This is an optimization exercise on Yosys and OpenROAD, whose aim is small area, not a production implementation. Only simulation tests tie the RTL to the original design; equivalence was not proved. Power figures rest on the tool's default switching activity, not on a simulated workload.

[config.mk]
export PLATFORM = sky130hd
export DESIGN_NAME = fir_filter
export DESIGN_NICKNAME = fir_filter
export VERILOG_FILES = /design/flow/design.v
export SDC_FILE = /design/flow/constraint.sdc
export NUM_CORES = 4
export LEC_CHECK = 0
export CAP_MARGIN = 20
export CORE_MARGIN = 2
export CORE_UTILIZATION = 40
export SLEW_MARGIN = 20
[constraint.sdc]
create_clock -name core_clock -period 7.0 [get_ports {clk_i}]
set_input_delay 1.4000 -clock core_clock [delete_from_list [all_inputs] [get_ports {clk_i}]]
set_output_delay 1.4000 -clock core_clock [all_outputs]
set_load 0.01 [all_outputs]
[design.v]
`timescale 1ns / 1ps
module dflopie #(
    parameter W = 1
) (
    input               clk_i, 
    input               rst_n_i,
    input               en_i,
    input       [W-1:0] data_in, 
    output      [W-1:0] data_out 
);
reg [W-1:0] data_out_reg;
always @(posedge clk_i or negedge rst_n_i) begin
    if(!rst_n_i) begin 
        data_out_reg <= 0;
    end
    else if(en_i) begin 
        data_out_reg <= data_in;
    end
end
assign data_out = data_out_reg;
endmodule
`timescale 1ns / 1ps
module fir_filter #(
    parameter  INPUT_SIGNAL = 8, 
    parameter  CO_EFF_WIDTH = 8,
    parameter  OUTPUT_SIGNAL = 16,
    parameter  TAPS          = 7
) (
    input clk_i,
    input rst_n_i,
    input en_i,
    input signed [INPUT_SIGNAL-1:0] noisy_sig_i,
    output reg signed [OUTPUT_SIGNAL-1:0] filtered_res_o
);
wire signed [CO_EFF_WIDTH-1:0] co_eff [0:TAPS-1];
wire signed [OUTPUT_SIGNAL-1:0] pdt [0:TAPS-1];
wire signed [OUTPUT_SIGNAL-1:0] delay [1:TAPS-1];
wire signed [OUTPUT_SIGNAL-1:0] sum [1:TAPS-1];
assign co_eff[0] = -1;
assign co_eff[1] = 23;
assign co_eff[2] = 33;
assign co_eff[3] = 38;
assign co_eff[4] = 33;
assign co_eff[5] = 23;
assign co_eff[6] = -1;
genvar jj;
generate
    for (jj=0 ; jj<TAPS; jj++) begin 
        assign pdt[jj] = co_eff[jj] * noisy_sig_i;
    end
endgenerate
genvar kk;
generate
    for (kk = 1; kk < TAPS ; kk++) begin 
        assign sum[kk] = delay[kk] + pdt[TAPS-(kk+1)];
    end
endgenerate
genvar ll;
generate
    for (ll = 1; ll < TAPS-1 ; ll++) begin 
        dflopie #(.W(OUTPUT_SIGNAL)) delay_ll 
        (
            .data_in(sum[ll]),
            .data_out(delay[ll+1]),
            .clk_i(clk_i),
            .rst_n_i(rst_n_i),
            .en_i(en_i)
        );
    end
endgenerate
dflopie #(.W(OUTPUT_SIGNAL)) delay_ll_d 
(
    .data_in(pdt[TAPS-1]),
    .data_out(delay[1]),
    .clk_i(clk_i),
    .rst_n_i(rst_n_i),
    .en_i(en_i)        
);
always @ (posedge clk_i or negedge rst_n_i) begin 
    if(!rst_n_i) 
        filtered_res_o <= 'b0;
    else
        filtered_res_o <= sum[6]; 
end
endmodule
[run.sh]
#!/bin/bash
# synth_recipe.tcl (not shown) runs the flow's synth.tcl, then flattens the netlist and writes it again
# the make line also repeats each setting of config.mk as NAME=value (left out here)
make -C /OpenROAD-flow-scripts/flow DESIGN_CONFIG=/design/flow/config.mk WORK_HOME=/design/flow/orfs CLKGATE_MAP_FILE= SYNTH_SCRIPT=/design/flow/synth_recipe.tcl finish
==> run_results.csv <==
group,metric,value,unit
detailed_routing,firstDrtPassIters,5,
final_layout,largest_reg_flops,80,
die,dieArea,27690,sq um
worst_setup_path,cp-end-kind,"flop",
min_path,hp-class,"reg2reg",
clocking,clk_pin_slew,90,ps
worst_setup_path,r2r-end,"genblk3[1].delay_ll.data_out_reg[10]",
synth,synthesis.nets,1328,
placed_design,place.gp.congestion,0.9127,
detailed_routing,viasPerCell,5.611,
power,cellLeakagePower,0.005318,uW
synth,async_reset_ff_share,100.0,%
detailed_routing,wl_per_cell,17.47,um
worst_setup_path,crit_type,"in2reg",
synth,ys_types,80,
worst_setup_path,critPathLaunchType,"primary input",
flow_run,cap_violations,0,
worst_setup_path,crit_end,"genblk3[5].delay_ll.data_out_reg[15]",
final_layout,drive_gt1_share,7.118,%
worst_setup_path,r2r_start,"delay_ll_d.data_out_reg[0]",
die,core_area,25980,sq um
clocking,numCtsBuffers,9,
worst_setup_path,required,7270,ps
placed_design,portBuffers,26,
synth,synthTopCellsByArea,"dfrtp_1, ha_1, fa_1",
die,die_y,166.4,um
clocking,cts.sinks,112,
detailed_routing,vias,8422,
clocking,cts-resized-gates,0,
synth,synth_commonest_cells,"ha_1, dfrtp_1, inv_1, a21oi_1, nand2_1",
final_layout,fill_cells,2527,
timing,rsz0062_at_grt,"false",
synth,ys_warn_count,2,
global_routing,grt-ovfl-total,0,
die,floorplan.initialDensity,40.60,%
timing,slew-limit-headroom,44.49,%
detailed_routing,final_antenna_net_count,0,
timing,post-route-period-util,91.89,%
power,p_per_area,468.1,nW/um^2
worst_setup_path,startpoint,"noisy_sig_i[5]",
worst_setup_path,arrival,6700,ps
timing,worstMarginPinSlew,830.9,ps
clocking,cts_max_path_buffers,2,
die,die_w,166.4,um
global_routing,grt_max_degree,59,
timing,drv_slew,0,
synth,synth-seq-cells,112,
final_layout,finalNonFillerCells,1501,
synth,avgSynthCellArea,9.237,sq um
detailed_routing,drc,0,
clocking,h-tree-depth,3,
detailed_routing,drt_iter0_drc,502,
clocking,ctsHoldBuffers,0,
timing,setup_viol,0,
die,rows,59,
global_routing,grt_usage,19.39,%
timing,fin_worst_skew,19.01,ps
synth,syn_inst,1142,
timing,fin_crit,6432,ps
synth,yosysTopAreaCellShare,26.57,%
worst_setup_path,r2r_setup_slack,4330,ps
synth,synth_largest_area_cell,"dfrtp_1",
synth,post-synth-top-count-cell,"ha_1",
global_routing,grt_pass1_vias,8294,
clocking,clkLatencyLatePin,380,ps
clocking,cts_tree,"built",
detailed_routing,wl,26230,um
timing,fmax,155.5,MHz
final_layout,syn_to_final_growth,9.216,%
global_routing,grt_antenna_before_repair,0,
clocking,cts_root_buf,"clkbuf_16",
placed_design,hpwl,20370,um
timing,hold_ws,500.3,ps
power,power.total,5393,uW
global_routing,grt_pass1_wl,43310,um
clocking,post_cts_buffers,0,
die,ioPinCount,27,
status,run_status,"complete, no violations",
final_layout,nets,1347,
timing,hold_viol_final,0,
power,vdd.ir_drop.worst,0.0002508,V
synth,synth_seq_area_share,26.57,%
worst_setup_path,worstRegToRegCells,8,
synth,synth_ff_type,"dfrtp_1",
timing,setup_tns,0,ps
worst_setup_path,critPathMaxFanout,6,
synth,syn_area,10550,sq um
placed_design,dp.cells,1485,
synth,synth-edff-count,0,
final_layout,insertedDiodeCount,0,
## kinds of logic after synthesis
| kind of cell | count (synthesis) | share of synthesized area [%] |
|---|---|---|
| XOR/XNOR | 73 | 6.191 |
| AND/OR/NAND/NOR | 243 | 11.47 |
| multiplexers | 42 | 4.460 |
| buffers and inverters | 130 | 4.661 |
| AO/OA/AOI/OAI | 367 | 24.18 |
| flip-flops | 112 | 26.57 |
| adder cells (fa/ha/maj) | 175 | 22.46 |
## layout make-up
class	instances	area, sq um	area share (%)
clock buffer	9	225.2	1.955
clock inverter	7	98.84	0.8580
inverter	100	375.4	3.258
multi-input combinational	900	7254	62.97
sequential	112	2803	24.33
tap	335	419.2	3.638
timing repair buffer	38	345.3	2.997
## how the worst min path moves through the flow
stage | startpoint | to | slack (ps) | depth (start not counted)
final | genblk3[2].delay_ll.data_out_reg[4] | genblk3[2].delay_ll.data_out_reg[4] | 500 | 1
after global routing | genblk3[2].delay_ll.data_out_reg[4] | genblk3[2].delay_ll.data_out_reg[4] | 530 | 1
after CTS | genblk3[2].delay_ll.data_out_reg[1] | genblk3[2].delay_ll.data_out_reg[1] | 500 | 2
after detailed placement | genblk3[2].delay_ll.data_out_reg[1] | genblk3[2].delay_ll.data_out_reg[1] | 480 | 2
after global placement | genblk3[2].delay_ll.data_out_reg[1] | genblk3[2].delay_ll.data_out_reg[1] | 470 | 2
after floorplan | genblk3[2].delay_ll.data_out_reg[1] | genblk3[2].delay_ll.data_out_reg[1] | 460 | 2
## where the power goes
group          switching, uW  internal (uW)  total [uW]
Sequential               193            950        1140
Clock                    302            261         562
Combinational           2050           1640        3690
## layer usage
| layer | track usage (%) | wire (um) |
|---|---|---|
| met5 | 0 | 0 |
| met4 | 5.885 | 669 |
| met3 | 2.097 | 744 |
| met2 | 31.06 | 11590 |
| met1 | 27.60 | 13220 |
## metrics by stage
stage                     instance area (sq um)  worst slack [ps]  utilization, %
final                                     11520             567.7           44.34
after detailed placement                  11200             185.9           43.09
after global placement                    11200             314.3           43.09
after global routing                      11520             291.8           44.34
after CTS                                 11520             587.2           44.34
after floorplan                           10550              1261               -
## cells in the final DEF (no fill, tap or decap), types with 16 or more instances in the layout
cell type,n
fa_1,24
and3_1,18
dfrtp_1,112
a21oi_1,87
o21ai_0,45
nor3_1,23
o21a_1,31
nand2_1,71
ha_1,151
mux2_2,40
xnor2_1,53
xor2_1,19
inv_1,98
clkdlybuf4s50_1,24
o21bai_1,16
nor2_1,52
o31ai_1,19
a21o_1,38
## critical path, cell delays in order
cell	delay (ps)
clkdlybuf4s50_1	630
inv_1	230
fa_1	520
inv_1	40
ha_1	300
fa_1	490
ha_1	370
a21oi_1	260
o21bai_1	120
a2111o_1	440
nand2_1	80
xnor2_1	150
ha_1	330
a211oi_1	320
o21ai_0	150
a21oi_1	270
o311ai_4	150
and4bb_1	220
a211o_1	220

## static timing again, ports no longer ideal
The results above use ideal ports. As a check the final layout listed here was re-extracted and re-timed, cells and wires unchanged. Step 1, drivers: a clkbuf_16 drives clk_i and a buf_2 each remaining input, both assumed. Step 2 moves the port delays by t, midway between the first and last clock arrival at a register: inputs arrive t later, outputs are due t later. That takes back most of the time a late clock gives input paths. Three values: no drivers, after step 1, after step 2; two values: the first two.
t, ns: 0.416
slack for setup (ns): 0.568 / 0.592 / 0.176
hold WS [ns]: 0.500 / 0.500 / 0.500
worst setup path at the end: input to register
latest minus earliest clock arrival (ns): 0.019 / 0.019
After both steps this run still meets setup and hold. The setup slack of this run moves by +0.024 ns with the drivers and by -0.392 ns with both steps.
